This is an optimization exercise on Yosys and OpenROAD, whose aim is small area, not a production implementation. The RTL was checked by simulation tests, not by an equivalence proof against the original design. Power is estimated from default activity; no workload was simulated.

==> module mtm_Alu, before the edit <==
module mtm_Alu (
    input  wire clk,    
    input  wire rst_n,  
    input  wire sin,    
    output wire sout    
);
reg  [3:0]  bc;
reg  [3:0]  pc;
reg  [3:0]  lf;       
reg  [3:0]  M;
reg  [31:0] X;
reg  [31:0] H;        
wire busy  = pc[3] & pc[2];
wire pc8   = pc[3] & !pc[2];
wire bc10  = (bc == 4'd10);
wire ferr  = !busy && ((bc == 4'd1 && (pc8 ? !sin : sin)) || (bc10 && !sin));
wire pay   = !busy && bc >= 4'd2 && bc <= 4'd9;
reg         c8;
wire        arith = M[2];
wire        sub   = M[0];
wire [1:0]  ck    = {bc[3], bc[0]};                  
wire        ldc   = pay && pc8 && bc >= 4'd6;
wire [7:0]  xa    = X[7:0];
wire [7:0]  ha    = H[7:0];
wire [7:0]  yb    = ha ^ {8{sub}};
wire [8:0]  cc;
wire [7:0]  sum;
assign cc[0] = (ck == 2'd0) ? sub : c8;
genvar gi;
generate for (gi = 0; gi < 8; gi = gi + 1) begin : rca
    assign sum[gi]  = xa[gi] ^ yb[gi] ^ cc[gi];
    assign cc[gi+1] = (xa[gi] & yb[gi]) | (xa[gi] & cc[gi]) | (yb[gi] & cc[gi]);
end endgenerate
wire [7:0]  R     = arith ? sum : (sub ? (xa | ha) : (xa & ha));
reg  [2:0] spc;
reg  [3:0] sbc;
reg  [2:0] oc;        
wire spc4  = spc[2];
wire sidle = spc4 && bc10s;
wire bc10s = (sbc == 4'd10);
wire spay  = sbc >= 4'd2 && sbc <= 4'd9;
wire sdata = !spc4 && spay;
wire [1:0] cd = busy ? pc[1:0] : 2'd0;                
wire go    = spc4 && (bc10s || sbc == 4'd9) &&
             (cd[1] || (cd[0] && (!M[3] || M == 4'b1010 || M == 4'b1100)));
wire cy    = c8 ^ sub;
reg  obit;
always @* begin
    if (sbc == 4'd0) obit = 1'b0;
    else if (sbc == 4'd1) obit = spc4;
    else if (!spay) obit = 1'b1;
    else if (!spc4) obit = H[31];
    else if (sbc <= 4'd6) obit = M[3];
    else obit = oc[2];
end
assign sout = obit;
always @(posedge clk) begin
    if (!rst_n) begin
        bc <= 4'd0; pc <= 4'd0;
        spc <= 3'd4; sbc <= 4'd10;
    end else begin
        if (bc != 4'd0 || !sin) begin
            if (ferr) begin
                bc <= 4'd1; pc <= 4'd14;
            end else if (bc10) begin
                bc <= 4'd0;
                if (busy) pc <= 4'd0;
                else if (!pc8) pc <= pc + 4'd1;
                else if (lf == {{3{!M[3]}}, 1'b0}) begin pc <= 4'd13; bc <= 4'd9; end
                else begin pc <= 4'd15; bc <= 4'd1; end
            end else bc <= bc + 4'd1;
        end
        if (go) begin
            sbc <= 4'd14;
            spc <= (cd[1] || M[3] || M[1]) ? 3'd4 : 3'd0;
        end else if (!sidle) begin
            if (bc10s) begin
                sbc <= 4'd0;
                spc <= spc + 3'd1;
            end else sbc <= sbc + 4'd1;
        end
    end
end
wire        xsh = !ldc && pay && pc[3:2] == 2'b00;
wire        xkp = !ldc && !xsh;
wire [23:0] Xl  = ({24{ldc}} & X[31:8]) | ({24{xsh}} & {X[22:0], sin}) | ({24{xkp}} & X[23:0]);
wire        hsh = !ldc && ((pay && pc[3:2] == 2'b01) || sdata);
wire        hkp = !ldc && !hsh;
wire [31:0] Hn  = ({32{ldc}} & {R, H[31:8]}) | ({32{hsh}} & {H[30:0], sin}) | ({32{hkp}} & H);
reg  [3:0] Mg;        
reg        zg;
reg  [2:0] ocg;
always @* begin
    if (cd[1]) begin                                       
        Mg = cd[0] ? 4'b1010 : 4'b1100;
        zg = !cd[0];
        ocg = cd[0] ? 3'b111 : 3'b101;
    end else if (M[3]) begin                               
        Mg = M;
        zg = M[2];
        ocg = M[2] ? 3'b101 : 3'b111;
    end else if (M[1]) begin                               
        Mg = 4'b1001;
        zg = 1'b0;
        ocg = 3'b110;
    end else begin                                         
        Mg = {1'b0, arith && cy, arith && !cy && H[31], arith};
        zg = arith && (sub ? cy : H[31]);
        ocg = {H[31], 2'b00};
    end
end
wire       mrx  = !go && pay && pc8;
wire       mef  = mrx && !(!bc[3] && !(bc[2] && bc[1])) && M[3] &&
                  (sin != (bc == 4'd6 ? M[2] : bc == 4'd7 ? M[1] : bc == 4'd9));
wire       msh  = !go && ((mrx && bc <= 4'd5) || (!(pay && pc8) && spc4 && spay));
wire       mza  = !go && !(pay && pc8) && !(spc4 && spay) && sdata;
wire       mkp  = !go && !msh && !mza;
wire [3:0] Mn   = ({4{go}} & Mg) | ({4{msh}} & {M[2:0], mrx ? sin : c8}) | {3'b000, mef} |
                  ({4{mza}} & {M[3:1], M[0] && !H[31]}) | ({4{mkp}} & M);
wire       c8k  = !go && !ldc;
wire       c8n  = (go && zg) || (ldc && cc[8]) || (c8k && c8);
wire       ocs  = !go && spay;
wire [2:0] ocn  = ({3{go}} & ocg) | ({3{ocs}} & ({oc[1:0], 1'b0} ^ ((oc[2] ^ obit) ? 3'b011 : 3'b000))) |
                  ({3{!go && !ocs}} & oc);
always @(posedge clk) begin
    if (pc == 4'd0 && bc < 4'd9)
        lf <= 4'd0;
    else if (pay) begin
        lf <= {lf[2:0], 1'b0} ^ (lf[3] ? 4'b0011 : 4'b0000) ^
              (sin ? ((pc == 4'd4 && bc <= 4'd8) ? 4'b1111 : 4'b0011) : 4'b0000);
    end
    M <= Mn;
    c8 <= c8n;
    oc <= ocn;
    X[23:0] <= Xl;
    if (xsh) X[31:24] <= X[30:23];
    H <= Hn;
end
endmodule
Settings: LEC_CHECK=0, ABC_AREA=1, CAP_MARGIN=20, CORE_MARGIN=2, CORE_UTILIZATION=40, CTS_BUF_LIST=sky130_fd_sc_hd__clkbuf_8, SLEW_MARGIN=20; clock period 8.0 ns.
standard.sh (not shown) runs the stock make flow with config.mk's settings and CLKGATE_MAP_FILE= SYNTH_SCRIPT=/design/flow/synth_recipe.tcl, a recipe that flattens the netlist after the stock synthesis.
==> flow/flow/run.sh <==
#!/bin/bash
# The standard layout (standard.sh), with these changes:
#  - clock tree synthesis adds no dummy loads;
#  - the ports are buffered with buf_1.
set -euo pipefail
cd "$(dirname "$0")/.."
rm -rf scripts_area
cp -r "$FLOW_HOME/scripts" scripts_area
cp flow/abc_area.script scripts_area/abc_area.script
export SCRIPTS_DIR="$PWD/scripts_area"
export CTS_ARGS="-sink_clustering_enable -repair_clock_nets -buf_list sky130_fd_sc_hd__clkbuf_8 -dont_use_dummy_load"
export BUFFER_PORTS_ARGS="-buffer_cell sky130_fd_sc_hd__buf_1"
bash standard.sh > standard_flow.log 2>&1
==> flow/flow/abc_area.script <==
strash
&get -n
&deepsyn -J 500
&put
dch -f
amap -F 6 -A 16
Edit:
--- a/flow/design.v
+++ b/flow/design.v
@@ -84,5 +84,5 @@
 wire        xsh = !ldc && pay && pc[3:2] == 2'b00;
 wire        xkp = !ldc && !xsh;
-wire [23:0] Xl  = ({24{ldc}} & X[31:8]) | ({24{xsh}} & {X[22:0], sin}) | ({24{xkp}} & X[23:0]);
+wire [31:0] Xn  = ({32{ldc}} & {X[7:0], X[31:8]}) | ({32{xsh}} & {X[30:0], sin}) | ({32{xkp}} & X);
 wire        hsh = !ldc && ((pay && pc[3:2] == 2'b01) || sdata);
 wire        hkp = !ldc && !hsh;
@@ -133,6 +133,5 @@
     c8 <= c8n;
     oc <= ocn;
-    X[23:0] <= Xl;
-    if (xsh) X[31:24] <= X[30:23];
+    X <= Xn;
     H <= Hn;
 end
Result: Synthesized cell count rises by a little under a tenth; worst hold slack improves by 0.013 ns; worst setup slack got worse by 0.039 ns; clock-buffer cell count is unchanged; area after synthesis went up slightly; final cell count climbs by a few percent; sequential power goes down by a little under a tenth; design area came out higher slightly; power falls by a few percent; core utilization goes up by 0.31 points; non-clock buffer count is unchanged; clock power hardly moves; maximum frequency decreases slightly.

static timing again, ports no longer ideal:
In the flow no input, the clock included, has a driving cell. The finished layouts below were timed again as built, in two steps.
Step 1, drivers: a clkbuf_16 drives clk and a buf_2 each remaining input, both assumed.
Step 2 times the ports against the registers' clock, not the clock port: input delays grow and output delays shrink by t, the midpoint of the rising clock arrivals with the driver on.
Three values: ideal, step 1, step 2; two values: the first two.
| run | t, ns | setup slack, ns | worst slew at a driven data input, ns |
|---|---|---|---|
| the first run | 0.375 | 2.683 / 2.683 / 2.683 | 0.03 |
| the second run | 0.374 | 2.644 / 2.644 / 2.644 | 0.03 |
After both steps every run listed still meets setup and hold.
